Background: an optimization exercise with open tools, aiming at small area, a short achievable clock period and few clock cycles. Do not read the settings as production practice. At most, simulation tests tie the RTL to the original design; equivalence was not proved. For runs 1 to 3, only the layout was checked, not whether the RTL still works. Power is estimated from default activity; no workload was simulated.

==> flow/design.v, too long to show whole: its modules and the start of the top module <==
// module ks_add32: 502 lines
// module g_a222oi: 3 lines
// module g_a22oi: 3 lines
// module g_a22o: 3 lines
// module g_a21o: 3 lines
// module g_aoi21: 3 lines
// module g_oai21: 3 lines
// module g_nand4: 3 lines
// module g_nand3: 3 lines
// module g_nand2: 3 lines
// module g_nor2: 3 lines
// module g_or3: 3 lines
// module g_inv: 3 lines
// module g_xor2: 3 lines
// module g_xnor2: 3 lines
// module g_ha: 4 lines
// module g_rd32: 14 lines
// module mips: 245 lines
module mips(
	input wire clk,
	input wire rst,
	output wire [31:0] INST_ADDR,
	input wire [31:0] INST_DATA,
	output wire [31:0] DMEM_ADDR,
	output wire DMEM_WE,
	output wire [31:0] DMEM_WDATA,
	input wire [31:0] DMEM_RDATA
	);
  // ...
==> flow/run.sh <==
#!/bin/bash
# synth_recipe.tcl (not shown) runs the flow's synth.tcl, then flattens the netlist and writes it again
# the make line also repeats each setting of config.mk as NAME=value (left out here)
make -C /OpenROAD-flow-scripts/flow DESIGN_CONFIG=/design/flow/config.mk WORK_HOME=/design/flow/orfs CLKGATE_MAP_FILE= SYNTH_SCRIPT=/design/flow/synth_recipe.tcl finish
==> flow/config.mk <==
export PLATFORM = sky130hd
export DESIGN_NAME = mips
export DESIGN_NICKNAME = mips
export VERILOG_FILES = /design/flow/design.v
export SDC_FILE = /design/flow/constraint.sdc
export NUM_CORES = 8
export LEC_CHECK = 0
export CAP_MARGIN = 20
export CORE_MARGIN = 2
export CORE_UTILIZATION = 40
export SETUP_SLACK_MARGIN = 5
export SLEW_MARGIN = 20
export SYNTH_HIERARCHICAL = 1
export SYNTH_MINIMUM_KEEP_SIZE = 0
==> flow/constraint.sdc <==
create_clock -name core_clock -period 10.0 [get_ports {clk}]
set_input_delay 2.0000 -clock core_clock [delete_from_list [all_inputs] [get_ports {clk}]]
set_output_delay 2.0000 -clock core_clock [all_outputs]
set_load 0.01 [all_outputs]
==> run notes, run 1 <==
Run status
The run finished with no timing, DRC or antenna violations.

Routing
The average detailed-routed wire length per instance is 36.0 um. The routed design uses 126 mm of met2 wire. Once detail routing completed, the nets flagged for antenna violations numbered 0.

Yosys
After Yosys synthesis, full adders, half adders and majority gates account for 1.53% of the synthesized area. The synthesized design contains 0 enable-type register cells. Sorting the synthesized cells by how often they occur yields sky130_fd_sc_hd__dfxtp_1, sky130_fd_sc_hd__a22o_1, sky130_fd_sc_hd__a222oi_1. After synthesis the cells add up to 61900 um2.

Measured against the total synthesized area, the mux share comes to 4.63%.

Final layout
The area growth from synthesis to layout is 16.9%. The clock-cell share of area is 6.47%. Measured on the finished design, the core utilization comes to 47.1%. The number of non-clock inverters in the layout is 125. Counting flops per register, the top entry is rf. The top cell types in the final layout, fill and taps aside, are sky130_fd_sc_hd__dfxtp_1, sky130_fd_sc_hd__a22o_1, sky130_fd_sc_hd__a222oi_1.

Registers represent a cell area share of 37.3%. 4 antenna diodes ended up in the layout. The layout net count is 6451.

Worst setup path
The worst flop-to-flop path endpoint is m_res[23]. Following the worst setup path forward leads to its endpoint at m_res[23]. The register-to-register setup slack is 4.93 ns.

Power and ir drop
Summing internal, switching and leakage power gives 14.4 mW. In this run, power in combinational logic comes to 2.57 mW. The internal portion of the total power is 9.97 mW.

Clock tree
The number of clock sinks is 1321.

GRT
The via count of the first global-routing pass is 57600.

Placed design
The placed cell count is 8211.

Hold path
The tightest min-delay check is of the flip-flop to flip-flop type.

Floorplanning
The die is 397 um tall.
==> module mips, before the edit <==
module mips(
	input wire clk,
	input wire rst,
	output wire [31:0] INST_ADDR,
	input wire [31:0] INST_DATA,
	output wire [31:0] DMEM_ADDR,
	output wire DMEM_WE,
	output wire [31:0] DMEM_WDATA,
	input wire [31:0] DMEM_RDATA
	);
	reg  [31:0] pc;
	reg  [31:0] ras;
	reg         e_ld, e_st, e_br, e_bne, e_pred, e_jr;
	reg  [4:0]  e_rd;                    
	reg         e_fa, e_fb;              
	reg         x_b, x_bn, x_m, x_mn, x_i;
	reg         e_sub;                   
	reg         e_saf;                   
	reg         r_add, r_slt, r_and, r_or, r_xor, r_nor, r_srl, r_sll, r_b;
	reg         e_sra;
	reg  [4:0]  e_sa;
	reg  [31:0] e_a, e_b, e_imm, e_alt;
	reg         m_we, m_ld;
	reg  [4:0]  m_rd;
	reg  [31:0] m_res, m_wd;
	reg  [31:0] rf [1:31];
	reg  [31:1] rf_v;
	wire [31:0] a = e_fa ? m_res : e_a;
	wire [31:0] bf = e_fb ? m_res : e_b;             
	wire [31:0] bx = ({32{x_b}} & e_b) | ({32{x_bn}} & ~e_b)
	               | ({32{x_m}} & m_res) | ({32{x_mn}} & ~m_res)
	               | ({32{x_i}} & e_imm);
	wire [4:0]  sa = e_saf ? m_res[4:0] : e_sa;
	wire [31:0] sum, p, g;
	ks_add32 add(.a(a), .b(bx), .cin(e_sub), .s(sum), .p(p), .g0(g));
	wire [31:0] pg = p | g;                           
	function automatic [31:0] rev32(input [31:0] x);
		integer k;
		for (k = 0; k < 32; k = k + 1) rev32[k] = x[31-k];
	endfunction
	wire [31:0] sh_in = r_sll ? rev32(bx) : bx;
	wire        sh_fill = e_sra & bx[31];
	wire [32:0] sh_ext = $signed({sh_fill, sh_in}) >>> sa;
	wire [31:0] sr = sh_ext[31:0];
	wire [31:0] alu = ({32{r_add}} & sum)
	                | ({32{r_slt}} & {31'b0, sum[31]})
	                | ({32{r_and}} & g)
	                | ({32{r_or}}  & pg)
	                | ({32{r_xor}} & p)
	                | ({32{r_nor}} & ~pg)
	                | ({32{r_srl}} & sr)
	                | ({32{r_sll}} & rev32(sr))
	                | ({32{r_b}}   & bx);
	wire taken  = (a == bf) ^ e_bne;
	wire mis_br = e_br & (taken ^ e_pred);
	wire mis_jr = e_jr & (a != pc);
	wire mis    = mis_br | mis_jr;
	wire [31:0] redirect = e_jr ? a : e_alt;
	wire [31:0] m_val = m_ld ? DMEM_RDATA : m_res;
	wire m_w = (m_rd != 5'd0);
	assign DMEM_ADDR  = m_res;
	assign DMEM_WE    = m_we;
	assign DMEM_WDATA = m_wd;
	wire [31:0] ins = INST_DATA;
	assign INST_ADDR = pc;
	wire [5:0]  op  = ins[31:26];
	wire [4:0]  rs  = ins[25:21];
	wire [4:0]  rt  = ins[20:16];
	wire [4:0]  rdf = ins[15:11];
	wire [4:0]  shamt = ins[10:6];
	wire [5:0]  fn  = ins[5:0];
	wire [15:0] imm = ins[15:0];
	wire is_r    = (op == 6'd0);
	wire is_jr   = is_r & (fn == 6'b001000);
	wire is_jalr = is_r & (fn == 6'b001001);
	wire is_j    = (op == 6'd2);
	wire is_jal  = (op == 6'd3);
	wire is_beq  = (op == 6'd4);
	wire is_bne  = (op == 6'd5);
	wire is_br   = is_beq | is_bne;
	wire is_lw   = (op == 6'b100011);
	wire is_sw   = (op == 6'b101011);
	wire is_ia   = (op[5:3] == 3'b001);           
	wire is_lui  = (op == 6'b001111);
	wire sh_const = is_r & (fn == 6'd0 || fn == 6'd2 || fn == 6'd3);
	wire sh_var   = is_r & (fn == 6'd4 || fn == 6'd6 || fn == 6'd7);
	wire uses_rs = (is_r & ~sh_const) | (is_ia & ~is_lui) | is_lw | is_sw | is_br;
	wire uses_rt = (is_r & ~is_jalr) | is_sw | is_br;
	reg  [4:0] dst;
	always @(*) begin
		if (is_r) dst = is_jalr ? 5'd31 : rdf;
		else if (is_ia | is_lw) dst = rt;
		else if (is_jal) dst = 5'd31;
		else dst = 5'd0;
	end
	reg f_sub, f_add, f_slt, f_and, f_or, f_xor, f_nor, f_srl, f_sll, f_sra, f_b;
	always @(*) begin
		{f_sub, f_add, f_slt, f_and, f_or, f_xor, f_nor, f_srl, f_sll, f_sra, f_b} = 11'b0;
		if (is_r) begin
			case (fn)
				6'b100000, 6'b100001: f_add = 1'b1;
				6'b100010, 6'b100011: begin f_add = 1'b1; f_sub = 1'b1; end
				6'b101010, 6'b101011: begin f_slt = 1'b1; f_sub = 1'b1; end
				6'b100100: f_and = 1'b1;
				6'b100101: f_or = 1'b1;
				6'b100110: f_xor = 1'b1;
				6'b100111: f_nor = 1'b1;
				6'b000000, 6'b000100: f_sll = 1'b1;
				6'b000010, 6'b000110: f_srl = 1'b1;
				6'b000011, 6'b000111: begin f_srl = 1'b1; f_sra = 1'b1; end
				6'b001001: f_b = 1'b1;                  
				default: f_and = 1'b1;                  
			endcase
		end else begin
			case (op)
				6'b001000, 6'b001001, 6'b100011, 6'b101011: f_add = 1'b1;
				6'b001010, 6'b001011: begin f_slt = 1'b1; f_sub = 1'b1; end
				6'b001100: f_and = 1'b1;
				6'b001101: f_or = 1'b1;
				6'b001110: f_xor = 1'b1;
				default: f_b = 1'b1;                    
			endcase
		end
	end
	wire sext = (op == 6'b001000) | (op == 6'b001010) | is_lw | is_sw | is_br;
	wire [31:0] pc4 = pc + 32'd4;
	wire [31:0] immv = is_lui ? {imm, 16'b0} :
	                   (is_jal | is_jalr) ? pc4 :
	                   {{16{sext & imm[15]}}, imm};
	wire ui = ~((is_r & ~is_jalr) | is_br);
	wire rs_m = m_w & (rs == m_rd);
	wire rt_m = m_w & (rt == m_rd);
	wire [31:1] rf_en;
	genvar gk, gb;
	generate for (gk = 1; gk < 32; gk = gk + 1) begin : en
		assign rf_en[gk] = rf_v[gk] & (m_rd != gk);
	end endgenerate
	wire [31:0] sel_a, sel_b;
	generate for (gk = 1; gk < 32; gk = gk + 1) begin : sel
		assign sel_a[gk-1] = (rs == gk) & rf_en[gk];
		assign sel_b[gk-1] = (rt == gk) & rf_en[gk];
	end endgenerate
	assign sel_a[31] = rs_m;
	assign sel_b[31] = rt_m;
	wire [31:0] rs_val, rt_val;
	generate for (gb = 0; gb < 32; gb = gb + 1) begin : rdp
		wire [31:0] d;
		for (gk = 1; gk < 32; gk = gk + 1) begin : c
			assign d[gk-1] = rf[gk][gb];
		end
		assign d[31] = m_val[gb];
		g_rd32 ua(.s(sel_a), .d(d), .q(rs_val[gb]));
		g_rd32 ub(.s(sel_b), .d(d), .q(rt_val[gb]));
	end endgenerate
	wire e_w = (e_rd != 5'd0);
	wire rs_e = e_w & (rs == e_rd);
	wire rt_e = e_w & (rt == e_rd);
	wire stall = e_ld & ((uses_rs & rs_e) | (uses_rt & rt_e));
	wire adv = ~stall & ~mis;         
	wire pred_t = is_bne | (is_beq & imm[15]);
	wire [31:0] btgt = {pc[31:2] + {{14{imm[15]}}, imm} + 30'd1, pc[1:0]};
	reg [31:0] npc;
	always @(*) begin
		if (is_j | is_jal) npc = {pc4[31:28], ins[25:0], 2'b00};
		else if (is_br & pred_t) npc = btgt;
		else if (is_jr) npc = ras;
		else npc = pc4;
	end
	always @(posedge clk or posedge rst) begin
		if (rst) begin
			pc <= 32'b0;
			ras <= 32'b0;
		end else begin
			if (mis) pc <= redirect;
			else if (~stall) pc <= npc;
			if (is_jal | is_jalr) ras <= pc4;
		end
	end
	always @(posedge clk or posedge rst) begin
		if (rst) begin
			{e_ld, e_st, e_br, e_bne, e_pred, e_jr} <= 6'b0;
			e_rd <= 5'd0;
			m_we <= 1'b0;
			m_ld <= 1'b0;
			m_rd <= 5'd0;
		end else begin
			if (adv) begin
				e_ld <= is_lw;
				e_st <= is_sw;
				e_br <= is_br;
				e_bne <= is_bne;
				e_pred <= pred_t;
				e_jr <= is_jr | is_jalr;
				e_rd <= dst;
			end else begin
				{e_ld, e_st, e_br, e_bne, e_pred, e_jr} <= 6'b0;
				e_rd <= 5'd0;
			end
			m_we <= e_st;
			m_ld <= e_ld;
			m_rd <= e_rd;
		end
	end
	always @(posedge clk) begin
		e_fa  <= rs_e;
		e_fb  <= rt_e;
		x_b   <= ~ui & ~rt_e & ~f_sub;
		x_bn  <= ~ui & ~rt_e & f_sub;
		x_m   <= ~ui & rt_e & ~f_sub;
		x_mn  <= ~ui & rt_e & f_sub;
		x_i   <= ui;
		e_sub <= f_sub;
		e_saf <= sh_var & rs_e;
		e_sa  <= sh_var ? rs_val[4:0] : shamt;
		r_add <= f_add;
		r_slt <= f_slt;
		r_and <= f_and;
		r_or  <= f_or;
		r_xor <= f_xor;
		r_nor <= f_nor;
		r_srl <= f_srl;
		r_sll <= f_sll;
		e_sra <= f_sra;
		r_b   <= f_b;
		e_a   <= rs_val;
		e_b   <= rt_val;
		e_imm <= f_sub ? ~immv : immv;
		e_alt <= pred_t ? pc4 : btgt;
		m_res <= alu;
		m_wd  <= bf;
	end
	always @(posedge clk or posedge rst) begin
		if (rst) rf_v <= 31'b0;
		else if (m_w) rf_v[m_rd] <= 1'b1;
	end
	generate for (gk = 1; gk < 32; gk = gk + 1) begin : wr
		wire we = (m_rd == gk);
		wire wen = ~we;
		for (gb = 0; gb < 32; gb = gb + 1) begin : b
			wire nx;
			g_a22o m(.a1(we), .a2(m_val[gb]), .b1(wen), .b2(rf[gk][gb]), .y(nx));
			always @(posedge clk) rf[gk][gb] <= nx;
		end
	end endgenerate
endmodule
==> run 2, diff against run 1 <==
--- a/flow/design.v
+++ b/flow/design.v
@@ -501,4 +501,200 @@
 	g_xnor2 sx31(.a(p[31]), .b(G5_30), .y(s[31]));
 endmodule
+module ks_add16c(input [15:0] a, input [15:0] b, input cin, output [15:0] s, output co);
+	wire [15:0] p, g0;
+	genvar i;
+	generate for (i = 0; i < 16; i = i + 1) begin : pg
+		g_ha h(.a(a[i]), .b(b[i]), .s(p[i]), .c(g0[i]));
+	end endgenerate
+	wire gc0;
+	g_a21o c0(.a1(p[0]), .a2(cin), .b1(g0[0]), .y(gc0));
+	wire G1_1;
+	g_aoi21 uG1_1(.a1(p[1]), .a2(gc0), .b1(g0[1]), .y(G1_1));
+	wire G1_2;
+	g_aoi21 uG1_2(.a1(p[2]), .a2(g0[1]), .b1(g0[2]), .y(G1_2));
+	wire P1_2;
+	g_nand2 uP1_2(.a(p[2]), .b(p[1]), .y(P1_2));
+	wire G1_3;
+	g_aoi21 uG1_3(.a1(p[3]), .a2(g0[2]), .b1(g0[3]), .y(G1_3));
+	wire P1_3;
+	g_nand2 uP1_3(.a(p[3]), .b(p[2]), .y(P1_3));
+	wire G1_4;
+	g_aoi21 uG1_4(.a1(p[4]), .a2(g0[3]), .b1(g0[4]), .y(G1_4));
+	wire P1_4;
+	g_nand2 uP1_4(.a(p[4]), .b(p[3]), .y(P1_4));
+	wire G1_5;
+	g_aoi21 uG1_5(.a1(p[5]), .a2(g0[4]), .b1(g0[5]), .y(G1_5));
+	wire P1_5;
+	g_nand2 uP1_5(.a(p[5]), .b(p[4]), .y(P1_5));
+	wire G1_6;
+	g_aoi21 uG1_6(.a1(p[6]), .a2(g0[5]), .b1(g0[6]), .y(G1_6));
+	wire P1_6;
+	g_nand2 uP1_6(.a(p[6]), .b(p[5]), .y(P1_6));
+	wire G1_7;
+	g_aoi21 uG1_7(.a1(p[7]), .a2(g0[6]), .b1(g0[7]), .y(G1_7));
+	wire P1_7;
+	g_nand2 uP1_7(.a(p[7]), .b(p[6]), .y(P1_7));
+	wire G1_8;
+	g_aoi21 uG1_8(.a1(p[8]), .a2(g0[7]), .b1(g0[8]), .y(G1_8));
+	wire P1_8;
+	g_nand2 uP1_8(.a(p[8]), .b(p[7]), .y(P1_8));
+	wire G1_9;
+	g_aoi21 uG1_9(.a1(p[9]), .a2(g0[8]), .b1(g0[9]), .y(G1_9));
+	wire P1_9;
+	g_nand2 uP1_9(.a(p[9]), .b(p[8]), .y(P1_9));
+	wire G1_10;
+	g_aoi21 uG1_10(.a1(p[10]), .a2(g0[9]), .b1(g0[10]), .y(G1_10));
+	wire P1_10;
+	g_nand2 uP1_10(.a(p[10]), .b(p[9]), .y(P1_10));
+	wire G1_11;
+	g_aoi21 uG1_11(.a1(p[11]), .a2(g0[10]), .b1(g0[11]), .y(G1_11));
+	wire P1_11;
+	g_nand2 uP1_11(.a(p[11]), .b(p[10]), .y(P1_11));
+	wire G1_12;
+	g_aoi21 uG1_12(.a1(p[12]), .a2(g0[11]), .b1(g0[12]), .y(G1_12));
+	wire P1_12;
+	g_nand2 uP1_12(.a(p[12]), .b(p[11]), .y(P1_12));
+	wire G1_13;
+	g_aoi21 uG1_13(.a1(p[13]), .a2(g0[12]), .b1(g0[13]), .y(G1_13));
+	wire P1_13;
+	g_nand2 uP1_13(.a(p[13]), .b(p[12]), .y(P1_13));
+	wire G1_14;
+	g_aoi21 uG1_14(.a1(p[14]), .a2(g0[13]), .b1(g0[14]), .y(G1_14));
+	wire P1_14;
+	g_nand2 uP1_14(.a(p[14]), .b(p[13]), .y(P1_14));
+	wire G1_15;
+	g_aoi21 uG1_15(.a1(p[15]), .a2(g0[14]), .b1(g0[15]), .y(G1_15));
+	wire P1_15;
+	g_nand2 uP1_15(.a(p[15]), .b(p[14]), .y(P1_15));
+	wire n_gc0; g_inv i_n_gc0(.a(gc0), .y(n_gc0));
+	wire G2_2;
+	g_oai21 uG2_2(.a1(P1_2), .a2(n_gc0), .b1(G1_2), .y(G2_2));
+	wire G2_3;
+	g_oai21 uG2_3(.a1(P1_3), .a2(G1_1), .b1(G1_3), .y(G2_3));
+	wire G2_4;
+	g_oai21 uG2_4(.a1(P1_4), .a2(G1_2), .b1(G1_4), .y(G2_4));
+	wire P2_4;
+	g_nor2 uP2_4(.a(P1_4), .b(P1_2), .y(P2_4));
+	wire G2_5;
+	g_oai21 uG2_5(.a1(P1_5), .a2(G1_3), .b1(G1_5), .y(G2_5));
+	wire P2_5;
+	g_nor2 uP2_5(.a(P1_5), .b(P1_3), .y(P2_5));
+	wire G2_6;
+	g_oai21 uG2_6(.a1(P1_6), .a2(G1_4), .b1(G1_6), .y(G2_6));
+	wire P2_6;
+	g_nor2 uP2_6(.a(P1_6), .b(P1_4), .y(P2_6));
+	wire G2_7;
+	g_oai21 uG2_7(.a1(P1_7), .a2(G1_5), .b1(G1_7), .y(G2_7));
+	wire P2_7;
+	g_nor2 uP2_7(.a(P1_7), .b(P1_5), .y(P2_7));
+	wire G2_8;
+	g_oai21 uG2_8(.a1(P1_8), .a2(G1_6), .b1(G1_8), .y(G2_8));
+	wire P2_8;
+	g_nor2 uP2_8(.a(P1_8), .b(P1_6), .y(P2_8));
+	wire G2_9;
+	g_oai21 uG2_9(.a1(P1_9), .a2(G1_7), .b1(G1_9), .y(G2_9));
+	wire P2_9;
+	g_nor2 uP2_9(.a(P1_9), .b(P1_7), .y(P2_9));
+	wire G2_10;
+	g_oai21 uG2_10(.a1(P1_10), .a2(G1_8), .b1(G1_10), .y(G2_10));
+	wire P2_10;
+	g_nor2 uP2_10(.a(P1_10), .b(P1_8), .y(P2_10));
+	wire G2_11;
+	g_oai21 uG2_11(.a1(P1_11), .a2(G1_9), .b1(G1_11), .y(G2_11));
+	wire P2_11;
+	g_nor2 uP2_11(.a(P1_11), .b(P1_9), .y(P2_11));
+	wire G2_12;
+	g_oai21 uG2_12(.a1(P1_12), .a2(G1_10), .b1(G1_12), .y(G2_12));
+	wire P2_12;
+	g_nor2 uP2_12(.a(P1_12), .b(P1_10), .y(P2_12));
+	wire G2_13;
+	g_oai21 uG2_13(.a1(P1_13), .a2(G1_11), .b1(G1_13), .y(G2_13));
+	wire P2_13;
+	g_nor2 uP2_13(.a(P1_13), .b(P1_11), .y(P2_13));
+	wire G2_14;
+	g_oai21 uG2_14(.a1(P1_14), .a2(G1_12), .b1(G1_14), .y(G2_14));
+	wire P2_14;
+	g_nor2 uP2_14(.a(P1_14), .b(P1_12), .y(P2_14));
+	wire G2_15;
+	g_oai21 uG2_15(.a1(P1_15), .a2(G1_13), .b1(G1_15), .y(G2_15));
+	wire P2_15;
+	g_nor2 uP2_15(.a(P1_15), .b(P1_13), .y(P2_15));
+	wire G3_4;
+	g_aoi21 uG3_4(.a1(P2_4), .a2(gc0), .b1(G2_4), .y(G3_4));
+	wire n_G1_1; g_inv i_n_G1_1(.a(G1_1), .y(n_G1_1));
+	wire G3_5;
+	g_aoi21 uG3_5(.a1(P2_5), .a2(n_G1_1), .b1(G2_5), .y(G3_5));
+	wire G3_6;
+	g_aoi21 uG3_6(.a1(P2_6), .a2(G2_2), .b1(G2_6), .y(G3_6));
+	wire G3_7;
+	g_aoi21 uG3_7(.a1(P2_7), .a2(G2_3), .b1(G2_7), .y(G3_7));
+	wire G3_8;
+	g_aoi21 uG3_8(.a1(P2_8), .a2(G2_4), .b1(G2_8), .y(G3_8));
+	wire P3_8;
+	g_nand2 uP3_8(.a(P2_8), .b(P2_4), .y(P3_8));
+	wire G3_9;
+	g_aoi21 uG3_9(.a1(P2_9), .a2(G2_5), .b1(G2_9), .y(G3_9));
+	wire P3_9;
+	g_nand2 uP3_9(.a(P2_9), .b(P2_5), .y(P3_9));
+	wire G3_10;
+	g_aoi21 uG3_10(.a1(P2_10), .a2(G2_6), .b1(G2_10), .y(G3_10));
+	wire P3_10;
+	g_nand2 uP3_10(.a(P2_10), .b(P2_6), .y(P3_10));
+	wire G3_11;
+	g_aoi21 uG3_11(.a1(P2_11), .a2(G2_7), .b1(G2_11), .y(G3_11));
+	wire P3_11;
+	g_nand2 uP3_11(.a(P2_11), .b(P2_7), .y(P3_11));
+	wire G3_12;
+	g_aoi21 uG3_12(.a1(P2_12), .a2(G2_8), .b1(G2_12), .y(G3_12));
+	wire P3_12;
+	g_nand2 uP3_12(.a(P2_12), .b(P2_8), .y(P3_12));
+	wire G3_13;
+	g_aoi21 uG3_13(.a1(P2_13), .a2(G2_9), .b1(G2_13), .y(G3_13));
+	wire P3_13;
+	g_nand2 uP3_13(.a(P2_13), .b(P2_9), .y(P3_13));
+	wire G3_14;
+	g_aoi21 uG3_14(.a1(P2_14), .a2(G2_10), .b1(G2_14), .y(G3_14));
+	wire P3_14;
+	g_nand2 uP3_14(.a(P2_14), .b(P2_10), .y(P3_14));
+	wire G3_15;
+	g_aoi21 uG3_15(.a1(P2_15), .a2(G2_11), .b1(G2_15), .y(G3_15));
+	wire P3_15;
+	g_nand2 uP3_15(.a(P2_15), .b(P2_11), .y(P3_15));
+	wire G4_8;
+	g_oai21 uG4_8(.a1(P3_8), .a2(n_gc0), .b1(G3_8), .y(G4_8));
+	wire G4_9;
+	g_oai21 uG4_9(.a1(P3_9), .a2(G1_1), .b1(G3_9), .y(G4_9));
+	wire n_G2_2; g_inv i_n_G2_2(.a(G2_2), .y(n_G2_2));
+	wire G4_10;
+	g_oai21 uG4_10(.a1(P3_10), .a2(n_G2_2), .b1(G3_10), .y(G4_10));
+	wire n_G2_3; g_inv i_n_G2_3(.a(G2_3), .y(n_G2_3));
+	wire G4_11;
+	g_oai21 uG4_11(.a1(P3_11), .a2(n_G2_3), .b1(G3_11), .y(G4_11));
+	wire G4_12;
+	g_oai21 uG4_12(.a1(P3_12), .a2(G3_4), .b1(G3_12), .y(G4_12));
+	wire G4_13;
+	g_oai21 uG4_13(.a1(P3_13), .a2(G3_5), .b1(G3_13), .y(G4_13));
+	wire G4_14;
+	g_oai21 uG4_14(.a1(P3_14), .a2(G3_6), .b1(G3_14), .y(G4_14));
+	wire G4_15;
+	g_oai21 uG4_15(.a1(P3_15), .a2(G3_7), .b1(G3_15), .y(G4_15));
+	g_xor2 sx0(.a(p[0]), .b(cin), .y(s[0]));
+	g_xor2 sx1(.a(p[1]), .b(gc0), .y(s[1]));
+	g_xnor2 sx2(.a(p[2]), .b(G1_1), .y(s[2]));
+	g_xor2 sx3(.a(p[3]), .b(G2_2), .y(s[3]));
+	g_xor2 sx4(.a(p[4]), .b(G2_3), .y(s[4]));
+	g_xnor2 sx5(.a(p[5]), .b(G3_4), .y(s[5]));
+	g_xnor2 sx6(.a(p[6]), .b(G3_5), .y(s[6]));
+	g_xnor2 sx7(.a(p[7]), .b(G3_6), .y(s[7]));
+	g_xnor2 sx8(.a(p[8]), .b(G3_7), .y(s[8]));
+	g_xor2 sx9(.a(p[9]), .b(G4_8), .y(s[9]));
+	g_xor2 sx10(.a(p[10]), .b(G4_9), .y(s[10]));
+	g_xor2 sx11(.a(p[11]), .b(G4_10), .y(s[11]));
+	g_xor2 sx12(.a(p[12]), .b(G4_11), .y(s[12]));
+	g_xor2 sx13(.a(p[13]), .b(G4_12), .y(s[13]));
+	g_xor2 sx14(.a(p[14]), .b(G4_13), .y(s[14]));
+	g_xor2 sx15(.a(p[15]), .b(G4_14), .y(s[15]));
+	assign co = G4_15;
+endmodule
 module g_a222oi(input a1, a2, b1, b2, c1, c2, output y);
 	assign y = ~((a1 & a2) | (b1 & b2) | (c1 & c2));
@@ -547,4 +743,22 @@
 	assign c = a & b;
 endmodule
+module g_buf(input a, output y);
+	assign y = a;
+endmodule
+module g_rd32f(input [31:0] s, input [31:0] d, output q);
+	wire [15:0] y;
+	wire [3:0] z;
+	wire [1:0] u;
+	genvar i;
+	generate for (i = 0; i < 16; i = i + 1) begin : g
+		g_a22oi a(.a1(s[2*i]), .a2(d[2*i]), .b1(s[2*i+1]), .b2(d[2*i+1]), .y(y[i]));
+	end
+	for (i = 0; i < 4; i = i + 1) begin : h
+		g_nand4 n(.a(y[4*i]), .b(y[4*i+1]), .c(y[4*i+2]), .d(y[4*i+3]), .y(z[i]));
+	end endgenerate
+	g_nor2 o0(.a(z[0]), .b(z[1]), .y(u[0]));
+	g_nor2 o1(.a(z[2]), .b(z[3]), .y(u[1]));
+	g_nand2 o2(.a(u[0]), .b(u[1]), .y(q));
+endmodule
 module g_rd32(input [31:0] s, input [31:0] d, output q);
 	wire [10:0] y;
@@ -572,12 +786,16 @@
 	input wire [31:0] DMEM_RDATA
 	);
+	genvar gk, gb;
 	reg  [31:0] pc;
 	reg  [31:0] ras;
-	reg         e_ld, e_st, e_br, e_bne, e_pred, e_jr;
+	reg         e_ld, e_st, e_br, e_bx, e_jr;      
 	reg  [4:0]  e_rd;                    
-	reg         e_fa, e_fb;              
-	reg         x_b, x_bn, x_m, x_mn, x_i;
+	reg         e_fa_lo, e_fa_hi;
+	reg         c_ab, c_mb, c_am, c_mm;
+	reg         j_a, j_m;                
+	reg         e_fb;                    
+	reg         x_b, x_bn, x_m, x_mn, x_i, x_in;
 	reg         e_sub;                   
-	reg         e_saf;                   
+	reg         s_m, s_a, s_c;
 	reg         r_add, r_slt, r_and, r_or, r_xor, r_nor, r_srl, r_sll, r_b;
 	reg         e_sra;
@@ -589,10 +807,10 @@
 	reg  [31:0] rf [1:31];
 	reg  [31:1] rf_v;
-	wire [31:0] a = e_fa ? m_res : e_a;
-	wire [31:0] bf = e_fb ? m_res : e_b;             
+	wire [31:0] fa = {{16{e_fa_hi}}, {16{e_fa_lo}}};
+	wire [31:0] a = (fa & m_res) | (~fa & e_a);
 	wire [31:0] bx = ({32{x_b}} & e_b) | ({32{x_bn}} & ~e_b)
 	               | ({32{x_m}} & m_res) | ({32{x_mn}} & ~m_res)
-	               | ({32{x_i}} & e_imm);
-	wire [4:0]  sa = e_saf ? m_res[4:0] : e_sa;
+	               | ({32{x_i}} & e_imm) | ({32{x_in}} & ~e_imm);
+	wire [4:0]  sa = ({5{s_m}} & m_res[4:0]) | ({5{s_a}} & e_a[4:0]) | ({5{s_c}} & e_sa);
 	wire [31:0] sum, p, g;
 	ks_add32 add(.a(a), .b(bx), .cin(e_sub), .s(sum), .p(p), .g0(g));
@@ -606,6 +824,5 @@
 	wire [32:0] sh_ext = $signed({sh_fill, sh_in}) >>> sa;
 	wire [31:0] sr = sh_ext[31:0];
-	wire [31:0] alu = ({32{r_add}} & sum)
-	                | ({32{r_slt}} & {31'b0, sum[31]})
+	wire [31:0] oth = ({32{r_slt}} & {31'b0, sum[31]})
 	                | ({32{r_and}} & g)
 	                | ({32{r_or}}  & pg)
@@ -615,7 +832,12 @@
 	                | ({32{r_sll}} & rev32(sr))
 	                | ({32{r_b}}   & bx);
-	wire taken  = (a == bf) ^ e_bne;
-	wire mis_br = e_br & (taken ^ e_pred);
-	wire mis_jr = e_jr & (a != pc);
+	wire [31:0] alu;
+	generate for (gb = 0; gb < 32; gb = gb + 1) begin : res
+		g_a21o r(.a1(r_add), .a2(sum[gb]), .b1(oth[gb]), .y(alu[gb]));
+	end endgenerate
+	wire eq = (c_ab & (e_a == e_b)) | (c_mb & (m_res == e_b))
+	        | (c_am & (e_a == m_res)) | c_mm;
+	wire mis_br = e_br & (eq ^ e_bx);
+	wire mis_jr = (j_a & (e_a != pc)) | (j_m & (m_res != pc));
 	wire mis    = mis_br | mis_jr;
 	wire [31:0] redirect = e_jr ? a : e_alt;
@@ -695,5 +917,4 @@
 	wire rt_m = m_w & (rt == m_rd);
 	wire [31:1] rf_en;
-	genvar gk, gb;
 	generate for (gk = 1; gk < 32; gk = gk + 1) begin : en
 		assign rf_en[gk] = rf_v[gk] & (m_rd != gk);
@@ -713,14 +934,23 @@
 		end
 		assign d[31] = m_val[gb];
-		g_rd32 ua(.s(sel_a), .d(d), .q(rs_val[gb]));
-		g_rd32 ub(.s(sel_b), .d(d), .q(rt_val[gb]));
+		g_rd32f ua(.s(sel_a), .d(d), .q(rs_val[gb]));
+		g_rd32f ub(.s(sel_b), .d(d), .q(rt_val[gb]));
 	end endgenerate
 	wire e_w = (e_rd != 5'd0);
 	wire rs_e = e_w & (rs == e_rd);
 	wire rt_e = e_w & (rt == e_rd);
+	wire rs_e2;
+	g_buf fab(.a(rs_e), .y(rs_e2));       
 	wire stall = e_ld & ((uses_rs & rs_e) | (uses_rt & rt_e));
 	wire adv = ~stall & ~mis;         
 	wire pred_t = is_bne | (is_beq & imm[15]);
-	wire [31:0] btgt = {pc[31:2] + {{14{imm[15]}}, imm} + 30'd1, pc[1:0]};
+	wire [15:0] blo;
+	wire        bco;
+	ks_add16c badd(.a(pc[17:2]), .b(imm), .cin(1'b1), .s(blo), .co(bco));
+	wire [13:0] hi = pc[31:18];
+	wire [13:0] hi_p = hi + 14'd1;
+	wire [13:0] hi_m = hi - 14'd1;
+	wire [13:0] bhi = (bco == imm[15]) ? hi : bco ? hi_p : hi_m;
+	wire [31:0] btgt = {bhi, blo, pc[1:0]};
 	reg [31:0] npc;
 	always @(*) begin
@@ -742,5 +972,6 @@
 	always @(posedge clk or posedge rst) begin
 		if (rst) begin
-			{e_ld, e_st, e_br, e_bne, e_pred, e_jr} <= 6'b0;
+			{e_ld, e_st, e_br, e_bx, e_jr} <= 5'b0;
+			{j_a, j_m} <= 2'b0;
 			e_rd <= 5'd0;
 			m_we <= 1'b0;
@@ -752,10 +983,12 @@
 				e_st <= is_sw;
 				e_br <= is_br;
-				e_bne <= is_bne;
-				e_pred <= pred_t;
+				e_bx <= is_bne ^ pred_t;
 				e_jr <= is_jr | is_jalr;
+				j_a <= (is_jr | is_jalr) & ~rs_e;
+				j_m <= (is_jr | is_jalr) & rs_e;
 				e_rd <= dst;
 			end else begin
-				{e_ld, e_st, e_br, e_bne, e_pred, e_jr} <= 6'b0;
+				{e_ld, e_st, e_br, e_bx, e_jr} <= 5'b0;
+				{j_a, j_m} <= 2'b0;
 				e_rd <= 5'd0;
 			end
@@ -766,5 +999,10 @@
 	end
 	always @(posedge clk) begin
-		e_fa  <= rs_e;
+		e_fa_lo <= rs_e;
+		e_fa_hi <= rs_e2;
+		c_ab  <= ~rs_e & ~rt_e;
+		c_mb  <= rs_e & ~rt_e;
+		c_am  <= ~rs_e & rt_e;
+		c_mm  <= rs_e & rt_e;
 		e_fb  <= rt_e;
 		x_b   <= ~ui & ~rt_e & ~f_sub;
@@ -772,8 +1010,11 @@
 		x_m   <= ~ui & rt_e & ~f_sub;
 		x_mn  <= ~ui & rt_e & f_sub;
-		x_i   <= ui;
+		x_i   <= ui & ~f_sub;
+		x_in  <= ui & f_sub;
 		e_sub <= f_sub;
-		e_saf <= sh_var & rs_e;
-		e_sa  <= sh_var ? rs_val[4:0] : shamt;
+		s_m   <= sh_var & rs_e;
+		s_a   <= sh_var & ~rs_e;
+		s_c   <= ~sh_var;
+		e_sa  <= shamt;
 		r_add <= f_add;
 		r_slt <= f_slt;
@@ -788,8 +1029,8 @@
 		e_a   <= rs_val;
 		e_b   <= rt_val;
-		e_imm <= f_sub ? ~immv : immv;
+		e_imm <= immv;
 		e_alt <= pred_t ? pc4 : btgt;
 		m_res <= alu;
-		m_wd  <= bf;
+		m_wd  <= e_fb ? m_res : e_b;
 	end
 	always @(posedge clk or posedge rst) begin
==> flow/flow/run.sh (new file) <==
#!/bin/bash
set -euo pipefail
MARGIN=6.5
bash standard.sh synth > synth.log 2>&1
SYNTH_ODB=orfs/results/sky130hd/mips/base/1_synth.odb openroad -no_init -exit flow/downsize.tcl > downsize.log 2>&1
bash standard.sh SETUP_SLACK_MARGIN=$MARGIN finish > layout.log 2>&1
==> flow/flow/downsize.tcl (new file) <==
# Set every combinational cell that synthesis mapped to a larger drive
# strength back to its smallest variant; the timing repair later in the flow
# sizes up the cells that need it.
set odb $::env(SYNTH_ODB)
read_db $odb
set db [ord::get_db]
set n 0
foreach inst [[ord::get_db_block] getInsts] {
  set m [$inst getMaster]
  set name [$m getName]
  if {[regexp {^sky130_fd_sc_hd__(df|edf|sdf|dl|sdl|conb|tap|fill|decap|diode)} $name]} { continue }
  if {[regexp {^(sky130_fd_sc_hd__[a-z0-9]+)_([0-9]+)$} $name -> base size] && $size > 1} {
    foreach s {1 0} {
      set nm [$db findMaster ${base}_$s]
      if {$nm ne "NULL" && $nm ne ""} {
        $inst swapMaster $nm
        incr n
        break
      }
    }
  }
}
puts "downsized $n cells"
write_db $odb
==> flow/standard.sh (new file) <==
#!/bin/bash
# synth_recipe.tcl (not shown) runs the flow's synth.tcl, then flattens the netlist and writes it again
# the make line also repeats each setting of config.mk as NAME=value (left out here)
make -C /OpenROAD-flow-scripts/flow DESIGN_CONFIG=/design/flow/config.mk WORK_HOME=/design/flow/orfs CLKGATE_MAP_FILE= SYNTH_SCRIPT=/design/flow/synth_recipe.tcl "${@:-finish}"
--- a/flow/config.mk
+++ b/flow/config.mk
@@ -9,5 +9,4 @@
 export CORE_MARGIN = 2
 export CORE_UTILIZATION = 40
-export SETUP_SLACK_MARGIN = 5
 export SLEW_MARGIN = 20
 export SYNTH_HIERARCHICAL = 1
removed: flow/run.sh
==> run 2 against run 1 <==
  * Clock power grew 8.9%
  * Clock-buffer cell count is 2 higher
  * Non-clock buffer count up 337
  * Final cell count up 11%
  * Sequential share of layout area fell by 4.0 points
  * Maximum frequency grew 11%
  * Synthesized cell count is 8.9% higher
  * Sequential cell count increased by 9
  * Worst hold slack better by 0.00052 ns
  * Critical path depth up 5
  * Via count is 9.2% higher
  * Area after synthesis is 2.8% higher
==> run notes, run 2 <==
Run status
Outcome: timing/DRC/antenna clean (unchanged).

Timing
The top achievable clock speed came to 219 MHz (was 197 MHz). The worst-case clock skew is 0.0602 ns (was 0.0427 ns). The final critical delay including setup and external delays is 4.56 ns (was 5.07 ns). The count of pins over their slew limit is 0 (unchanged). The number of hold violations in the final report is 0 (unchanged). The final setup violation count is 0 (unchanged). The share of the clock period used by the worst path is 45.6% (was 50.7%).

The relative slew slack came to 19.4% (was 16.0%). The final total negative setup slack was 0 ns (unchanged). The transition time at the pin with the least slew margin came to 1.21 ns (was 1.26 ns). The worst hold slack across all endpoints came to 0.358 ns (about the same). Unrepaired setup endpoints after global routing: yes (unchanged).

Final layout
The largest register by flop count is rf (unchanged). The register cell area after layout is 27400 um2 (was 27000 um2). The area growth from synthesis to layout is 28.9% (was 16.9%). The final cell count without fillers was 9374 (was 8465).

The filler cell count is 14100 (was 14400). The number of flip-flops in the largest register is 992 (unchanged). The fraction of final layout cells with drive strength greater than 1 is 21.3% (was 12.9%). The most frequent standard cell in the layout excluding fill and tap cells is sky130_fd_sc_hd__dfxtp_1 (unchanged).

The layout net count is 7310 (was 6451). Highest-count cells in the layout ignoring fill and taps: sky130_fd_sc_hd__dfxtp_1, sky130_fd_sc_hd__a22oi_1, sky130_fd_sc_hd__a22o_1 (was sky130_fd_sc_hd__dfxtp_1, sky130_fd_sc_hd__a22o_1, sky130_fd_sc_hd__a222oi_1). The end-of-flow core utilization is 51.9% (was 47.1%). The multi-input combinational cell area was 39300 um2 (was 34500 um2).

Yosys
The number of warnings printed during yosys synthesis came to 9 (unchanged). The number of standard cells after synthesis is 6552 (was 6015). The netlist area before placement is 63700 um2 (was 61900 um2). The mean post-synth cell area is 9.72 um2 (was 10.3 um2).

Worst setup path
The family with the most delay on the worst path is compound AO/OA/AOI/OAI gates (unchanged). The endpoint required time on the critical path is 10.68 ns (was 10.65 ns). The data arrival at the endpoint of the critical path was 5.24 ns (was 5.72 ns). The number of buffer and inverter stages on the critical path is 3 (was 0). The maximum net fanout on the critical path was 5 (was 7).

The maximum cell stage delay along the critical path is 0.41 ns (was 1.15 ns). List of cells traversed by the critical path: buf_12 > ha_4 > a21o_1 > a21oi_4 > o21ai_2 > a21oi_2 > o21ai_4 > buf_12 > inv_12 > ha_4 > and2_4 > or3b_4 > a211o_1 > nand4_1 > nor3b_4 > mux2i_1 > o22ai_1 > mux2i_1 (was mux2i_1 > nand3_1 > ha_1 > nand2_1 > nor2_1 > nand2_1 > o21ai_1 > a21oi_2 > xnor2_1 > a221oi_1 > o221ai_1 > nor2_1 > o21ai_0). The type of element capturing the critical path is a flip-flop (unchanged).

The slowest cell on the critical path is sky130_fd_sc_hd__or3b_4 (was sky130_fd_sc_hd__dfxtp_1). The critical setup path kind is input pin to flip-flop (was flip-flop to flip-flop). The sort of element at the start of the critical path is an input pin (was flip-flop).

Clock tree
The clock edge transition at the registers on the reported setup and hold paths is 0.06 ns (about the same). The worst-skew pair later-pin latency came to 0.82 ns (was 0.81 ns). The number of buffers inserted during clock tree synthesis is 145 (was 141).

The number of clock sinks is 1330 (was 1321). The deepest level of the CTS H-tree is 4 (unchanged). The clock tree from TritonCTS is done (unchanged).

The clock root buffer master was sky130_fd_sc_hd__clkbuf_16 (unchanged). The maximum buffer depth of the clock tree is 3 (unchanged).

Placed design
The number of port buffers is 162 (unchanged). The half-perimeter wire length after detailed placement is 212 mm (was 192 mm). The placed cell count is 8774 (was 8211).

The placer congestion estimate is 1.04 (was 1.07).

GRT
The overall fraction of global-route tracks in use was 39.8% (was 36.8%). The maximum number of pins on one net before global-route repair is 74 (unchanged). The first-pass GRT wire length is 472 mm (was 428 mm). The initial antenna violation count is 19 (was 10). The via count of the first global-routing pass is 61900 (was 57600). The total overflow reported by the global router came to 0 (unchanged).

Power and ir drop
The power density of the placed cells was 204 nW/um2 (was 199 nW/um2). The total power is 16.8 mW (was 14.4 mW). The total leakage power is 32.1 nW (was 27.4 nW). The maximum resistive drop on vdd came to 179 uV (was 164 uV).

Flow run
The number of violations of the max-capacitance limit was 0 (unchanged).

Floorplanning
The number of core rows was 146 (was 144). The chip height came to 403 um (was 397 um). The I/O pin count is 163 (unchanged).

The die outline area came to 162000 um2 (was 158000 um2). The die boundary width came to 403 um (was 397 um). The initial core utilization is 40.3% (about the same). The area of the placeable core is 158000 um2 (was 154000 um2).

Routing
The average detailed-routed wire length per instance was 36.9 um (was 36.0 um). The wire length reported by the detailed router is 346 mm (was 305 mm). The per-cell via count in the routed design is 7.27 (was 7.37).

The final routed DRC violation total came to 0 (unchanged). The first-pass iteration count of the detailed router was 9 (was 14). The remaining number of nets flagged by the antenna check after routing is 0 (unchanged). The violation count after the first detailed-routing iteration is 11900 (was 13500). The count of vias placed by the detailed router is 68100 (was 62400).

Hold path
The path type of the worst min-delay path is flip-flop to flip-flop (unchanged).
## run 2: final cells by class
cell class / count / share of cell area, %
Antenna cell: 15 / 0.0457
Clock buffer: 207 / 5.22
Clock inverter: 57 / 1.12
Inverter: 82 / 0.407
Multi-Input combinational cell: 4903 / 47.9
Sequential cell: 1330 / 33.3
Tap cell: 2072 / 3.16
Timing Repair Buffer: 707 / 8.84
Timing Repair inverter: 1 / 0.00762
## run 2: power by group
group / total, mW / leakage [nW] / switching [mW] / internal, mW
Combinational: 4.59 / 18.3 / 2.65 / 1.95
Sequential: 6.31 / 11.3 / 0.429 / 5.88
Clock: 5.87 / 2.53 / 2.46 / 3.41
## run 2: path summary, 6_finish.rpt
path	start	endpoint	slack (ns)	depth (start not counted)
worst max-delay path	INST_DATA[0]	pc[31]	5.44	18
worst min-delay path	e_st	m_we	0.36	0
worst max register to register	pc[5]	pc[31]	6.22	17
worst min register to register	e_st	m_we	0.36	0
max in group asynchronous	rst	m_ld	7.03	5
min in group asynchronous	rst	e_st	1.77	3
## run 2: through the flow
| stage | setup slack (ns) | area (um2) |
|---|---|---|
| final | 5.44 | 82100 |
| after global routing | 5.32 | 82100 |
| after CTS | 5.44 | 79300 |
| after detailed placement | 3.62 | 70200 |
| after global placement | 3.59 | 70200 |
| after floorplan | 5.10 | 65300 |
## run 2: worst register-to-register path, cell delays in order, from the launching register on
cell and delay (ns):
sky130_fd_sc_hd__dfrtp_2 0.42, sky130_fd_sc_hd__buf_4 0.21, sky130_fd_sc_hd__ha_4 0.32, sky130_fd_sc_hd__nand2_2 0.07, sky130_fd_sc_hd__o21ai_2 0.19, sky130_fd_sc_hd__a21oi_2 0.11
sky130_fd_sc_hd__o21ai_4 0.16, sky130_fd_sc_hd__buf_12 0.16, sky130_fd_sc_hd__inv_12 0.06, sky130_fd_sc_hd__ha_4 0.28, sky130_fd_sc_hd__and2_4 0.17, sky130_fd_sc_hd__or3b_4 0.41
sky130_fd_sc_hd__a211o_1 0.37, sky130_fd_sc_hd__nand4_1 0.10, sky130_fd_sc_hd__nor3b_4 0.22, sky130_fd_sc_hd__mux2i_1 0.21, sky130_fd_sc_hd__o22ai_1 0.10, sky130_fd_sc_hd__mux2i_1 0.14
## run 2: repair_timing
action                                  CTS  global route
pin swaps                                54           153
cloned                                   13             9
buffers inserted                        178           120
endpoints found under the setup margin  411           182
resized for setup                       932           414
hold buffers                              0             0
## run 2: routing by layer
layer / track usage [%] / up-vias / share of wire, %
met5: 0 / - / 0.047
met4: 27.9 / 22 / 8.9
met3: 12.7 / 1414 / 13
met2: 57.9 / 5692 / 41
met1: 49.8 / 33400 / 36
li1: - / 27600 / -
==> run 3, diff against run 2 <==
==> flow/flow/run.sh (replaced) <==
#!/bin/bash
set -euo pipefail
MARGIN=7
bash standard.sh synth > synth.log 2>&1
SYNTH_ODB=orfs/results/sky130hd/mips/base/1_synth.odb openroad -no_init -exit flow/downsize.tcl > downsize.log 2>&1
bash standard.sh SETUP_SLACK_MARGIN=$MARGIN finish > layout.log 2>&1
==> run 3 against run 2 <==
  * Final area rose by 11%
  * Synthesized cell count did not move
  * Maximum frequency rose by 1.5%
  * Die area did not move
  * Wire length rose by 8.2%
  * Critical path depth did not move
  * Worst hold slack improved by 0.0074 ns
  * Combinational power rose by 17%
  * Critical endpoint unchanged
==> run notes, run 3 <==
Floorplanning
The initial core utilization came to 40.3% (unchanged). The die boundary width is 403 um (unchanged). The die outline area is 162000 um2 (unchanged). The I/O pin count is 163 (unchanged). The number of core rows was 146 (unchanged). The area of the placeable core is 158000 um2 (unchanged). The chip height is 403 um (unchanged).

Worst setup path
The slowest cell on the critical path is sky130_fd_sc_hd__or3b_4 (unchanged). The critical setup path kind is input pin to flip-flop (unchanged). The maximum cell stage delay along the critical path is 0.41 ns (about the same). List of cells traversed by the critical path: buf_12 > ha_4 > a21o_4 > a21oi_4 > o21ai_4 > a21oi_4 > o21ai_4 > buf_12 > inv_12 > ha_4 > o21ai_2 > or3b_4 > a211o_1 > nand4_1 > nor3b_4 > mux2i_1 > o22ai_1 > mux2i_1 (was buf_12 > ha_4 > a21o_1 > a21oi_4 > o21ai_2 > a21oi_2 > o21ai_4 > buf_12 > inv_12 > ha_4 > and2_4 > or3b_4 > a211o_1 > nand4_1 > nor3b_4 > mux2i_1 > o22ai_1 > mux2i_1).

The data arrival at the endpoint of the critical path is 5.19 ns (was 5.24 ns). The sort of element at the start of the critical path is an input pin (unchanged). The maximum net fanout on the critical path was 5 (unchanged). The endpoint required time on the critical path came to 10.70 ns (was 10.68 ns). The type of element capturing the critical path is a flip-flop (unchanged).

Power and ir drop
The total leakage power is 35.3 nW (was 32.1 nW). The internal power component is 11.6 mW (was 11.2 mW). The switching part of the total power was 33.8% (was 33.0%). The part of the power in registers is 36.3% (was 37.6%).

The combinational share of power was 30.5% (was 27.4%). The clock group share of total power is 33.2% (was 35.0%). The power density of the placed cells is 193 nW/um2 (was 204 nW/um2). The maximum resistive drop on vdd came to 174 uV (was 179 uV). The reported net switching power is 5.93 mW (was 5.53 mW).

Timing
The relative slew slack is 22.5% (was 19.4%). The count of pins over their slew limit is 0 (unchanged). The worst hold slack across all endpoints is 0.366 ns (was 0.358 ns). The share of the clock period used by the worst path is 44.9% (was 45.6%). The number of hold violations in the final report is 0 (unchanged). The post-layout worst setup margin is 5.51 ns (was 5.44 ns). The worst-case clock skew is 0.0366 ns (was 0.0602 ns). The transition time at the pin with the least slew margin is 1.16 ns (was 1.21 ns). The top achievable clock speed is 222 MHz (was 219 MHz). The final setup violation count is 0 (unchanged). Unrepaired setup endpoints after global routing: yes (unchanged). The final critical delay including setup and external delays was 4.49 ns (was 4.56 ns). The final total negative setup slack is 0 ns (unchanged).

Clock tree
The clock root buffer master is sky130_fd_sc_hd__clkbuf_16 (unchanged). The deepest level of the CTS H-tree is 4 (unchanged). The clock edge transition at the registers on the reported setup and hold paths is 0.07 ns (was 0.06 ns). The clock tree from TritonCTS is done (unchanged). The maximum buffer depth of the clock tree is 3 (unchanged). The worst-skew pair later-pin latency is 0.79 ns (was 0.82 ns). The number of clock sinks came to 1330 (unchanged). The number of buffers inserted during clock tree synthesis is 148 (was 145).

Routing
The remaining number of nets flagged by the antenna check after routing was 0 (unchanged). The first-pass iteration count of the detailed router came to 11 (was 9). The wire length reported by the detailed router is 374 mm (was 346 mm). The per-cell via count in the routed design is 7.40 (was 7.27). The final routed DRC violation total came to 0 (unchanged). The count of vias placed by the detailed router is 72100 (was 68100). The violation count after the first detailed-routing iteration is 12900 (was 11900). The average detailed-routed wire length per instance is 38.4 um (was 36.9 um).

GRT
The overall fraction of global-route tracks in use came to 42.4% (was 39.8%). The via count of the first global-routing pass is 64800 (was 61900). The total overflow reported by the global router is 0 (unchanged). The maximum number of pins on one net before global-route repair is 65 (was 74). The initial antenna violation count is 19 (unchanged). The first-pass GRT wire length is 501 mm (was 472 mm).

Yosys
The mean post-synth cell area is 9.72 um2 (unchanged). The netlist area before placement is 63700 um2 (unchanged). The number of warnings printed during yosys synthesis is 9 (unchanged).

The number of standard cells after synthesis is 6552 (unchanged).

Final layout
The final cell count without fillers was 9742 (was 9374). The number of flip-flops in the largest register is 992 (unchanged). The layout net count is 7682 (was 7310). Highest-count cells in the layout ignoring fill and taps: sky130_fd_sc_hd__dfxtp_1, sky130_fd_sc_hd__a22o_1, sky130_fd_sc_hd__a22oi_1 (was sky130_fd_sc_hd__dfxtp_1, sky130_fd_sc_hd__a22oi_1, sky130_fd_sc_hd__a22o_1).

The fraction of final layout cells with drive strength greater than 1 is 33.9% (was 21.3%). The largest register by flop count was rf (unchanged). The most frequent standard cell in the layout excluding fill and tap cells is sky130_fd_sc_hd__dfxtp_1 (unchanged). The area growth from synthesis to layout is 43.0% (was 28.9%).

Hold path
The path type of the worst min-delay path is flip-flop to flip-flop (unchanged).

Placed design
The placed cell count came to 8771 (was 8774). The number of port buffers is 162 (unchanged). The half-perimeter wire length after detailed placement came to 211 mm (was 212 mm). The placer congestion estimate was 1.03 (was 1.04). The worst slack after detailed placement was 3.60 ns (was 3.62 ns).

Flow run
The number of violations of the max-capacitance limit came to 0 (unchanged).

Run status
Outcome: timing/DRC/antenna clean (unchanged).
## run 3: final timing paths
| check | start | end | slack (ns) | depth (start not counted) |
|---|---|---|---|---|
| max | INST_DATA[0] | pc[31] | 5.51 | 18 |
| max in group asynchronous | rst | pc[2] | 7.16 | 4 |
| min in group asynchronous | rst | ras[16] | 1.78 | 3 |
| max reg2reg | pc[5] | pc[24] | 6.26 | 17 |
| min reg2reg | e_st | m_we | 0.37 | 0 |
| min | e_st | m_we | 0.37 | 0 |
## run 3: area by class of cell
| type | instances | area [um2] |
|---|---|---|
| fillers | 13100 | 67100 |
| clock inverters | 45 | 744 |
| well taps | 2072 | 2590 |
| inverters | 82 | 397 |
| clock buffers | 224 | 4410 |
| repair inverters | 1 | 6.26 |
| diodes | 9 | 22.5 |
| flip-flops and latches | 1330 | 27500 |
| repair buffers | 1072 | 12700 |
| multi-input cells | 4907 | 42700 |
## run 3: per-layer routing
metal | vias up | global-route usage [%] | routed length (um)
li1 | 28400 | - | -
met1 | 35000 | 51.5 | 130000
met2 | 6748 | 60.9 | 151000
met3 | 1890 | 15.9 | 54900
met4 | 34 | 31.3 | 37700
met5 | - | 1.55 | 748
## run 3: timing repair
action / CTS / global route
buffers inserted: 403 / 213
setup endpoints to repair: 924 / 490
pin swaps: 423 / 448
hold endpoints to repair: 0 / 0
resized for setup: 2014 / 707
cloned: 50 / 27
hold buffers: 0 / 0
## run 3: power groups by stage
stage                     Clock, mW  Combinational (mW)  Sequential (mW)
after floorplan                   0                2.33             6.31
after CTS                      5.80                4.49             6.33
after global routing           6.03                5.57             6.42
after detailed placement          0                3.24             6.64
final                          5.83                5.36             6.38
after global placement            0                3.22             6.64
## run 3: through the flow
step | total power, mW | util, % | cell area [um2]
floorplan | 8.64 | - | 65900
global placement | 9.86 | 44.6 | 70600
detailed placement | 9.89 | 44.6 | 70600
CTS | 16.6 | 54.2 | 85700
global route | 18.0 | 57.6 | 91100
finish | 17.6 | 57.6 | 91100
## run 3: worst max-delay path, delay by kind of cell
family          cells  cell delay [ns]
mux                 2             0.33
buf+inv             3             0.33
simple gates        3             0.75
compound gates      8             1.31
fa+ha+maj           2             0.43
==> run 4, diff against run 3 <==
--- a/flow/design.v
+++ b/flow/design.v
@@ -743,4 +743,10 @@
 	assign c = a & b;
 endmodule
+module g_and3(input a, b, c, output y);
+	assign y = a & b & c;
+endmodule
+module g_mux2(input a0, a1, s, output y);
+	assign y = s ? a1 : a0;
+endmodule
 module g_buf(input a, output y);
 	assign y = a;
@@ -796,4 +802,5 @@
 	reg         e_fb;                    
 	reg         x_b, x_bn, x_m, x_mn, x_i, x_in;
+	reg         h_b, h_br, h_m, h_mr;
 	reg         e_sub;                   
 	reg         s_m, s_a, s_c;
@@ -820,5 +827,6 @@
 		for (k = 0; k < 32; k = k + 1) rev32[k] = x[31-k];
 	endfunction
-	wire [31:0] sh_in = r_sll ? rev32(bx) : bx;
+	wire [31:0] sh_in = ({32{h_b}} & e_b) | ({32{h_br}} & rev32(e_b))
+	                  | ({32{h_m}} & m_res) | ({32{h_mr}} & rev32(m_res));
 	wire        sh_fill = e_sra & bx[31];
 	wire [32:0] sh_ext = $signed({sh_fill, sh_in}) >>> sa;
@@ -920,8 +928,10 @@
 		assign rf_en[gk] = rf_v[gk] & (m_rd != gk);
 	end endgenerate
+	wire [3:0] rs_h = 4'b1 << rs[4:3], rt_h = 4'b1 << rt[4:3];
+	wire [7:0] rs_l = 8'b1 << rs[2:0], rt_l = 8'b1 << rt[2:0];
 	wire [31:0] sel_a, sel_b;
 	generate for (gk = 1; gk < 32; gk = gk + 1) begin : sel
-		assign sel_a[gk-1] = (rs == gk) & rf_en[gk];
-		assign sel_b[gk-1] = (rt == gk) & rf_en[gk];
+		g_and3 da(.a(rs_h[gk/8]), .b(rs_l[gk%8]), .c(rf_en[gk]), .y(sel_a[gk-1]));
+		g_and3 db(.a(rt_h[gk/8]), .b(rt_l[gk%8]), .c(rf_en[gk]), .y(sel_b[gk-1]));
 	end endgenerate
 	assign sel_a[31] = rs_m;
@@ -951,5 +961,10 @@
 	wire [13:0] hi_p = hi + 14'd1;
 	wire [13:0] hi_m = hi - 14'd1;
-	wire [13:0] bhi = (bco == imm[15]) ? hi : bco ? hi_p : hi_m;
+	wire [13:0] bx0 = imm[15] ? hi : hi_p;        
+	wire [13:0] bx1 = imm[15] ? hi_m : hi;        
+	wire [13:0] bhi;
+	generate for (gb = 0; gb < 14; gb = gb + 1) begin : bsel
+		g_mux2 m(.a0(bx1[gb]), .a1(bx0[gb]), .s(bco), .y(bhi[gb]));
+	end endgenerate
 	wire [31:0] btgt = {bhi, blo, pc[1:0]};
 	reg [31:0] npc;
@@ -1012,4 +1027,8 @@
 		x_i   <= ui & ~f_sub;
 		x_in  <= ui & f_sub;
+		h_b   <= ~rt_e & ~f_sll;
+		h_br  <= ~rt_e & f_sll;
+		h_m   <= rt_e & ~f_sll;
+		h_mr  <= rt_e & f_sll;
 		e_sub <= f_sub;
 		s_m   <= sh_var & rs_e;
==> flow/flow/run.sh (replaced) <==
#!/bin/bash
set -euo pipefail
MARGIN=6
bash standard.sh synth > synth.log 2>&1
SYNTH_ODB=orfs/results/sky130hd/mips/base/1_synth.odb openroad -no_init -exit flow/downsize.tcl > downsize.log 2>&1
bash standard.sh SETUP_SLACK_MARGIN=$MARGIN finish > layout.log 2>&1
==> run 4 against run 3 <==
  * Sequential share of layout area rose by 6.6 points
  * Register-to-register slack got worse by 0.27 ns
  * Worst hold slack improved by 0.021 ns
  * Final area fell by 18%
  * Highest routed layer unchanged
  * Combinational power fell by 43%
  * Clock-buffer cell count rose by 1
  * Area after synthesis fell by 0.56%
  * Synthesized cell count fell by 0.95%
  * Non-clock buffer count fell by 657
  * Total power fell by 12%
==> run notes, run 4 <==
Run status
Outcome: timing/DRC/antenna clean (unchanged).

GRT
The initial antenna violation count is 18 (was 19). The first-pass GRT wire length is 450 mm (was 501 mm). The overall fraction of global-route tracks in use was 38.1% (was 42.4%).

The total overflow reported by the global router came to 0 (unchanged). The via count of the first global-routing pass was 59100 (was 64800). The maximum number of pins on one net before global-route repair is 87 (was 65).

Final layout
The final cell count without fillers came to 9003 (was 9742). The fraction of final layout cells with drive strength greater than 1 is 10.4% (was 33.9%). Highest-count cells in the layout ignoring fill and taps: sky130_fd_sc_hd__dfxtp_1, sky130_fd_sc_hd__a22oi_1, sky130_fd_sc_hd__a22o_1 (was sky130_fd_sc_hd__dfxtp_1, sky130_fd_sc_hd__a22o_1, sky130_fd_sc_hd__a22oi_1). The number of flip-flops in the largest register was 992 (unchanged). The area growth from synthesis to layout is 17.9% (was 43.0%). The final standard cell area without fillers came to 74700 um2 (was 91100 um2). The most frequent standard cell in the layout excluding fill and tap cells is sky130_fd_sc_hd__dfxtp_1 (unchanged). The layout net count is 6924 (was 7682). The largest register by flop count is rf (unchanged).

Yosys
The number of standard cells after synthesis is 6490 (was 6552). The number of warnings printed during yosys synthesis is 9 (unchanged). The mean post-synth cell area is 9.76 um2 (was 9.72 um2). The netlist area before placement was 63300 um2 (was 63700 um2).

Placed design
The number of port buffers is 162 (unchanged). The half-perimeter wire length after detailed placement is 202 mm (was 211 mm). The placed cell count is 8668 (was 8771). The placer congestion estimate came to 1.04 (was 1.03). The post-place instance area was 68600 um2 (was 70600 um2). The worst slack after detailed placement is 4.27 ns (was 3.60 ns).

Power and ir drop
The power density of the placed cells is 207 nW/um2 (was 193 nW/um2). The total power is 15.5 mW (was 17.6 mW). The total leakage power was 29.3 nW (was 35.3 nW). The maximum resistive drop on vdd came to 177 uV (was 174 uV).

Timing
The final total negative setup slack is 0 ns (unchanged). The number of hold violations in the final report is 0 (unchanged). The final critical delay including setup and external delays is 4.17 ns (was 4.49 ns).

The transition time at the pin with the least slew margin is 1.07 ns (was 1.16 ns). The worst-case clock skew came to 0.0526 ns (was 0.0366 ns). The post-layout worst setup margin is 5.83 ns (was 5.51 ns). The count of pins over their slew limit was 0 (unchanged). The relative slew slack came to 28.5% (was 22.5%). The top achievable clock speed came to 240 MHz (was 222 MHz). Unrepaired setup endpoints after global routing: yes (unchanged). The final setup violation count is 0 (unchanged). The share of the clock period used by the worst path came to 41.7% (was 44.9%).

Routing
The amount of wire on met2 after detailed routing came to 129 mm (was 151 mm). The average detailed-routed wire length per instance came to 36.1 um (was 38.4 um). The remaining number of nets flagged by the antenna check after routing came to 0 (unchanged). The count of vias placed by the detailed router came to 65200 (was 72100). The violation count after the first detailed-routing iteration is 12000 (was 12900).

The highest routed metal layer is met5 (unchanged). The wire length reported by the detailed router is 325 mm (was 374 mm). The total length of routed met3 wires is 47.8 mm (was 54.9 mm). The final routed DRC violation total is 0 (unchanged). The wire length on met1 came to 129 mm (was 130 mm).

The first-pass iteration count of the detailed router is 10 (was 11). The per-cell via count in the routed design came to 7.24 (was 7.40).

Floorplanning
The I/O pin count is 163 (unchanged). The die boundary width is 402 um (was 403 um). The number of core rows is 146 (unchanged).

The chip height was 402 um (was 403 um). The area of the placeable core is 158000 um2 (about the same). The initial core utilization is 40.1% (was 40.3%). The die outline area was 162000 um2 (about the same).

Clock tree
The clock tree from TritonCTS is done (unchanged). The worst-skew pair later-pin latency is 0.82 ns (was 0.79 ns). The clock root buffer master is sky130_fd_sc_hd__clkbuf_16 (unchanged). The clock edge transition at the registers on the reported setup and hold paths is 0.06 ns (was 0.07 ns). The number of buffers inserted during clock tree synthesis is 150 (was 148). The number of hold buffers added after CTS came to 0 (unchanged).

The maximum buffer depth of the clock tree was 3 (unchanged). The number of clock sinks was 1334 (was 1330). The deepest level of the CTS H-tree is 4 (unchanged).

Worst setup path
The critical setup path kind is input pin to flip-flop (unchanged). The type of element capturing the critical path is a flip-flop (unchanged). The endpoint required time on the critical path came to 10.62 ns (was 10.70 ns).

The data arrival at the endpoint of the critical path is 4.79 ns (was 5.19 ns). The sort of element at the start of the critical path is an input pin (unchanged). The maximum net fanout on the critical path is 32 (was 5).

Flow run
The number of violations of the max-capacitance limit was 0 (unchanged).

Hold path
The path type of the worst min-delay path is flip-flop to flip-flop (unchanged).
[run 4: path summary, 6_finish.rpt]
| path | end | slack [ns] | cells after the start | from |
|---|---|---|---|---|
| hold / removal | m_we | 0.39 | 0 | e_st |
| min in group asynchronous | pc[15] | 1.88 | 3 | rst |
| setup / recovery | e_a[2] | 5.83 | 8 | INST_DATA[25] |
| hold reg to reg | m_we | 0.39 | 0 | e_st |
| setup reg to reg | e_a[2] | 5.99 | 12 | m_rd[1] |
| max in group asynchronous | pc[9] | 6.79 | 4 | rst |
[run 4: worst max-delay path: stages]
cell,delay [ns]
sky130_fd_sc_hd__dlygate4sd2_1,0.60
sky130_fd_sc_hd__nor2_1,0.24
sky130_fd_sc_hd__and3_1,0.24
sky130_fd_sc_hd__buf_4,0.30
sky130_fd_sc_hd__a22oi_1,0.31
sky130_fd_sc_hd__nand4_1,0.25
sky130_fd_sc_hd__nor2_1,0.52
sky130_fd_sc_hd__nand2_1,0.27
[run 4: through the flow]
step | utilization [%] | hold slack [ns]
2_1_floorplan | - | 0.331
3_3_place_gp | 43.5 | 0.384
3_5_place_dp | 43.5 | 0.387
4_1_cts | 47.1 | 0.402
5_1_grt | 47.3 | 0.393
6_report | 47.3 | 0.387
[run 4: area by class of cell]
type,instances,area [um2]
fillers,14900,83200
clock inverters,51,609
diodes,12,30.0
well taps,2072,2590
repair buffers,415,3620
flip-flops and latches,1334,27400
inverters,66,251
multi-input cells,4828,35700
clock buffers,225,4470
[run 4: power by group]
part           internal [mW]  switching (mW)  total, mW
Combinational           1.28            1.77       3.05
Clock                   3.32            2.42       5.74
Sequential              5.97           0.712       6.69
[run 4: metal layers]
layer  global-route usage (%)  vias up
li1                         -    26700
met3                     14.1     1040
met4                     19.6       26
met5                        0        -
met1                     51.7    32000
met2                     52.4     5392
[run 4: timing repair]
action                     in CTS  in global routing
cloned                          9                  1
pin swaps                      15                  7
setup buffers                  18                 19
setup endpoints to repair     263                148
gates resized for setup       198                 88
Testbench counts of run 4, summed over its fixed seeds: cycles 75,343.

-- what the ideal ports hide --
The results above use ideal ports. As a check the final layouts listed here were re-extracted and re-timed, cells and wires unchanged.
Step 1 (the two cells are an assumption about what drives the block):
set clk [get_ports {clk}]
set_driving_cell -lib_cell sky130_fd_sc_hd__clkbuf_16 $clk
set_driving_cell -lib_cell sky130_fd_sc_hd__buf_2 [delete_from_list [all_inputs] $clk]
Step 2 also shifts input and output timing later by t, the mid clock arrival at the registers, as if the neighbouring blocks saw the same clock.
Three values: no drivers, after step 1, after step 2; two values: the first two.
| run | t, ns | slack for setup (ns) | latest minus earliest clock arrival (ns) | slew at the worst register clock pin (ns) | pins driven straight from the clock port |
|---|---|---|---|---|---|
| run 1 | 0.873 | 4.932 / 4.932 / 4.116 | 0.044 / 0.044 | 0.07 / 0.07 | 1 |
| run 2 | 0.885 | 5.438 / 5.482 / 4.597 | 0.064 / 0.064 | 0.07 / 0.07 | 1 |
| run 3 | 0.875 | 5.505 / 5.548 / 4.673 | 0.050 / 0.050 | 0.07 / 0.07 | 1 |
| run 4 | 0.875 | 5.834 / 5.877 / 5.002 | 0.055 / 0.054 | 0.07 / 0.07 | 1 |
After both steps every run listed still meets setup and hold. The setup slack of run 2, which loses most, moves by +0.044 ns with the drivers and by -0.841 ns with both steps.
